What follows belongs to an exercise in optimizing a design on an open flow for small area and a short achievable clock period; a production flow would make more cautious choices.
At most, simulation tests tie the RTL to the original design; equivalence was not proved.

// FIR_transposed
module FIR_transposed(clk, reset, noisy_signal, filtered_real);
  input clk;
  input reset;
  input signed [15:0] noisy_signal;
  output signed [15:0] filtered_real;
  wire [15:0] x = noisy_signal;
  wire x15n = ~x[15];
  reg [15:0] h1;
  reg [15:0] h2;
  reg [15:0] h3;
  reg [15:0] h4;
  reg [15:0] h5;
  reg [15:0] h6;
  reg [15:0] h7;
  reg [15:0] h8;
  reg [15:0] h9;
  reg [15:0] h10;
  reg [15:0] h11;
  reg [15:0] h12;
  reg [15:0] h13;
  reg [15:0] h14;
  reg [15:0] h15;
  reg [15:0] h16;
  reg [15:0] h17;
  reg [15:0] h18;
  reg [15:0] h19;
  reg [15:0] h20;
  reg [15:0] h21;
  reg [15:0] h22;
  reg [15:0] h23;
  reg [15:0] h24;
  reg [15:0] h25;
  reg [15:0] h26;
  reg [15:0] h27;
  reg [15:0] h28;
  reg [15:0] h29;
  reg [15:0] h30;
  reg [15:0] h31;
  reg [15:0] h32;
  reg [15:0] h33;
  reg [15:0] h34;
  reg [15:0] h35;
  reg [15:0] h36;
  reg [15:0] h37;
  reg [15:0] h38;
  reg [15:0] h39;
  reg [15:0] h40;
  reg [15:0] h41;
  reg [15:0] h42;
  reg [15:0] h43;
  reg [15:0] h44;
  reg [15:0] h45;
  reg [15:0] h46;
  reg [15:0] h47;
  reg [15:0] h48;
  reg [15:0] h49;
  reg [31:0] T2a;
  reg [31:0] T2b;
  reg [31:0] T1a;
  reg [31:0] T1b;
  wire s0, c1;
  wire s2, c3;
  wire s4, c5;
  wire s6, c7;
  wire s8, c9;
  wire s10, c11;
  wire s12, c13;
  wire s14, c15;
  wire s16, c17;
  wire s18, c19;
  wire s20, c21;
  wire s22, c23;
  wire s24, c25;
  wire s26, c27;
  wire s28, c29;
  wire s30, c31;
  wire s32, c33;
  wire s34, c35;
  wire s36, c37;
  wire s38, c39;
  wire s40, c41;
  wire s42, c43;
  wire s44, c45;
  wire s46, c47;
  wire s48, c49;
  wire s50, c51;
  wire s52, c53;
  wire s54, c55;
  wire s56, c57;
  wire s58, c59;
  ...
Size in the first run: roughly 5000 cells after synthesis, roughly 910 flip-flops.
Settings: LEC_CHECK=0, ABC_CLOCK_PERIOD_IN_PS=2000, CAP_MARGIN=20, CORE_MARGIN=2, CORE_UTILIZATION=65, CTS_CLUSTER_DIAMETER=100, CTS_CLUSTER_SIZE=22, SETUP_SLACK_MARGIN=5, SLEW_MARGIN=20, SYNTH_HIERARCHICAL=1; clock period 13.0 ns.
standard.sh (not shown) runs the stock make flow with config.mk's settings and CLKGATE_MAP_FILE= SYNTH_SCRIPT=/design/flow/synth_recipe.tcl, a recipe that flattens the netlist after the stock synthesis.
==> flow/flow/run.sh <==
#!/bin/bash
# Standard layout with a larger setup-repair margin.
bash standard.sh SETUP_SLACK_MARGIN=5.8 finish > standard.log 2>&1
==> next run, changes <==
==> flow/run.sh (new file) <==
#!/bin/bash
# synth_recipe.tcl (not shown) runs the flow's synth.tcl, then flattens the netlist and writes it again
# the make line also repeats each setting of config.mk as NAME=value (left out here)
make -C /OpenROAD-flow-scripts/flow DESIGN_CONFIG=/design/flow/config.mk WORK_HOME=/design/flow/orfs CLKGATE_MAP_FILE= SYNTH_SCRIPT=/design/flow/synth_recipe.tcl finish
--- a/flow/config.mk
+++ b/flow/config.mk
@@ -9,8 +9,8 @@
 export CAP_MARGIN = 20
 export CORE_MARGIN = 2
-export CORE_UTILIZATION = 65
+export CORE_UTILIZATION = 55
 export CTS_CLUSTER_DIAMETER = 100
 export CTS_CLUSTER_SIZE = 22
-export SETUP_SLACK_MARGIN = 5
+export SETUP_SLACK_MARGIN = 0
 export SLEW_MARGIN = 20
 export SYNTH_HIERARCHICAL = 1
removed: flow/flow/run.sh
removed: flow/standard.sh
Final area is about the same. Area after synthesis stays the same. Global-route usage shrinks by 5.8 points. Wire length went up by about 1.5%. Critical path depth decreases by 5. First-iteration DRC count drops by 4.8%. Worst hold slack degrades by 0.020 ns.


== alpha ==
Another version of the RTL of FIR_transposed (not shown whole).
For scale: ~72000 um2 of cells after synthesis.
export LEC_CHECK = 0
export ABC_CLOCK_PERIOD_IN_PS = 2000
export CAP_MARGIN = 20
export CORE_MARGIN = 2
export CORE_UTILIZATION = 55
export CTS_CLUSTER_DIAMETER = 100
export CTS_CLUSTER_SIZE = 22
export SETUP_SLACK_MARGIN = 5
export SLEW_MARGIN = 20
export SYNTH_HIERARCHICAL = 1
create_clock -name core_clock -period 13.0 [get_ports {clk}]
run.sh (not shown) runs the stock make flow with config.mk's settings and CLKGATE_MAP_FILE= SYNTH_SCRIPT=/design/flow/synth_recipe.tcl, a recipe that flattens the netlist after the stock synthesis.
Stock flow here: none of the scripts above is used.
## Diff of input files: beta against alpha
Settings: CORE_UTILIZATION changed from 55 to 40; CTS_CLUSTER_DIAMETER changed from 100 to 140; CTS_CLUSTER_SIZE changed from 22 to 25.
Per the final summary, beta finished and its layout is clean on timing, DRC and antenna. beta vs alpha: total number of placement rows up by more than 10%. Delta (beta minus alpha): flip-flop and latch share of the layout cell area decreased 0.23 points, arrival time of the worst setup path has increased, cell area after synthesis neither gained nor lost much. Run comparison: beta source of the critical timing path noisy_signal[9]; alpha source of the critical timing path noisy_signal[0].
No run of this note included a check of the RTL's function; only the layout flow was run.


juniper:
FIR_transposed, a different RTL version from the one above (not shown whole).
Size in the first run: ~5000 cells after synthesis, roughly 34 I/O pins.
==> flow/config.mk <==
export PLATFORM = sky130hd
export DESIGN_NAME = FIR_transposed
export DESIGN_NICKNAME = FIR_transposed
export VERILOG_FILES = /design/flow/design.v
export SDC_FILE = /design/flow/constraint.sdc
export NUM_CORES = 8
export LEC_CHECK = 0
export ABC_CLOCK_PERIOD_IN_PS = 2000
export CAP_MARGIN = 20
export CORE_MARGIN = 2
export CORE_UTILIZATION = 65
export CTS_CLUSTER_DIAMETER = 100
export CTS_CLUSTER_SIZE = 22
export SETUP_SLACK_MARGIN = 5
export SLEW_MARGIN = 20
export SYNTH_HIERARCHICAL = 1
==> flow/constraint.sdc <==
create_clock -name core_clock -period 13.0 [get_ports {clk}]
set_input_delay 2.6000 -clock core_clock [delete_from_list [all_inputs] [get_ports {clk}]]
set_output_delay 2.6000 -clock core_clock [all_outputs]
set_load 0.01 [all_outputs]
standard.sh (not shown) runs the stock make flow with config.mk's settings and CLKGATE_MAP_FILE= SYNTH_SCRIPT=/design/flow/synth_recipe.tcl, a recipe that flattens the netlist after the stock synthesis.
==> flow/flow/run.sh <==
#!/bin/bash
# Standard layout with a larger setup-repair margin and another repair move order.
bash standard.sh SETUP_SLACK_MARGIN=6.0 SETUP_MOVE_SEQUENCE=unbuffer,sizeup,swap,clone,buffer,split finish > standard.log 2>&1
Having completed the whole flow, juniper delivered a layout that passed the timing, design-rule and antenna checks.
Changes in tundra relative to juniper:
==> flow/flow/run.sh <==
#!/bin/bash
# Standard layout with a larger setup-repair margin.
bash standard.sh SETUP_SLACK_MARGIN=5.95 finish > standard.log 2>&1
### Flow results
Comparing juniper against tundra, there is no change at all in number of iterations in the first detailed-routing pass.
Lower via count goes to tundra over juniper.
[compare] base=juniper new=tundra: worst setup slack lower, routed length on met2 fell by about 1.7%.
Inputs modified between tundra and raven:
==> flow/flow/run.sh <==
#!/bin/bash
# Standard layout with a larger setup-repair margin.
bash standard.sh SETUP_SLACK_MARGIN=6.15 finish > standard.log 2>&1
### Flow results
Worst setup slack ended up 0.022 ns higher on raven than on tundra. tundra → raven: number of distinct library cells after synthesis held steady. Looking at arrival time at the worst endpoint, raven sits 0.02 ns below tundra. Re maximum level of the CTS H-tree: no difference whatsoever between tundra and raven.
Input changes introduced in harbor (baseline for comparison: raven):
==> flow/flow/run.sh <==
#!/bin/bash
# Standard layout with a larger setup-repair margin.
bash standard.sh SETUP_SLACK_MARGIN=6.0 finish > standard.log 2>&1
--- a/flow/config.mk
+++ b/flow/config.mk
@@ -12,4 +12,5 @@
 export CTS_CLUSTER_DIAMETER = 100
 export CTS_CLUSTER_SIZE = 22
+export PLACE_DENSITY_LB_ADDON = 0.1
 export SETUP_SLACK_MARGIN = 5
 export SLEW_MARGIN = 20
==> results.txt <==
harbor reached the final stage; the timing, design-rule and antenna checks on its layout passed. Higher data arrival time of the critical path goes to harbor over raven. The cell area after layout of harbor is lower than that of raven.
Modified inputs, amber compared to harbor
==> flow/flow/run.sh <==
#!/bin/bash
# Standard layout with a larger setup-repair margin.
bash standard.sh SETUP_SLACK_MARGIN=5.95 finish > standard.log 2>&1
--- a/flow/config.mk
+++ b/flow/config.mk
@@ -10,7 +10,6 @@
 export CORE_MARGIN = 2
 export CORE_UTILIZATION = 65
-export CTS_CLUSTER_DIAMETER = 100
-export CTS_CLUSTER_SIZE = 22
-export PLACE_DENSITY_LB_ADDON = 0.1
+export CTS_CLUSTER_DIAMETER = 110
+export CTS_CLUSTER_SIZE = 26
 export SETUP_SLACK_MARGIN = 5
 export SLEW_MARGIN = 20
Findings:
- Maximum frequency is higher on amber
- Per the comparison of amber with harbor, multi-input logic cell count barely changed; post-route cell area has decreased.
Inputs modified between amber and indigo:
==> flow/flow/run.sh <==
#!/bin/bash
# Standard layout with a larger setup-repair margin.
bash standard.sh SETUP_SLACK_MARGIN=6.0 finish > standard.log 2>&1
--- a/flow/config.mk
+++ b/flow/config.mk
@@ -10,6 +10,7 @@
 export CORE_MARGIN = 2
 export CORE_UTILIZATION = 65
-export CTS_CLUSTER_DIAMETER = 110
-export CTS_CLUSTER_SIZE = 26
+export CTS_CLUSTER_DIAMETER = 100
+export CTS_CLUSTER_SIZE = 22
+export GPL_ROUTABILITY_DRIVEN = 0
 export SETUP_SLACK_MARGIN = 5
 export SLEW_MARGIN = 20
--- outcome ---
indigo vs. amber: number of instances in the placed design was more or less identical, amount of wire on met3 after detailed routing went up by about 6%, slack of the worst reg-to-reg path went up by 0.07 ns, clock buffer count in the final layout went up by 4.

-- separate check: timing with driven ports --
The flow's constraints put no driver on any port. The routed layouts listed below were extracted and timed again, unchanged, in two steps. Step 1 sets driving cells, clkbuf_16 on the clock port and buf_2 on the other inputs (assumed; they add their load-dependent delay and slew). Step 2 times the ports against the registers' clock, not the clock port: input delays grow and output delays shrink by t, the midpoint of the rising clock arrivals with the driver on. a / b / c = no drivers / after step 1 / after step 2; a / b = the first two.
run | shift t [ns] | setup slack, ns | worst setup path after step 2
the first run of note 1 | 0.744 | 5.866 / 5.863 / 5.492 | input to register
the second run of note 1 | 0.766 | 4.449 / 4.422 / 4.422 | input to output
alpha | 0.738 | 5.237 / 5.215 / 5.215 | input to output
beta | 0.752 | 5.179 / 5.157 / 5.157 | input to output
juniper | 0.766 | 6.018 / 5.986 / 5.852 | input to register
tundra | 0.760 | 5.957 / 5.923 / 5.788 | input to register
raven | 0.760 | 5.979 / 5.937 / 5.823 | input to register
harbor | 0.762 | 5.892 / 5.841 / 5.695 | input to register
amber | 0.738 | 5.955 / 5.928 / 5.800 | input to register
indigo | 0.758 | 5.924 / 5.875 / 5.672 | input to register
After both steps setup and hold are still met in every run listed. The setup slack of the first run of note 1, which loses most, moves by -0.003 ns with the drivers and by -0.374 ns with both steps.
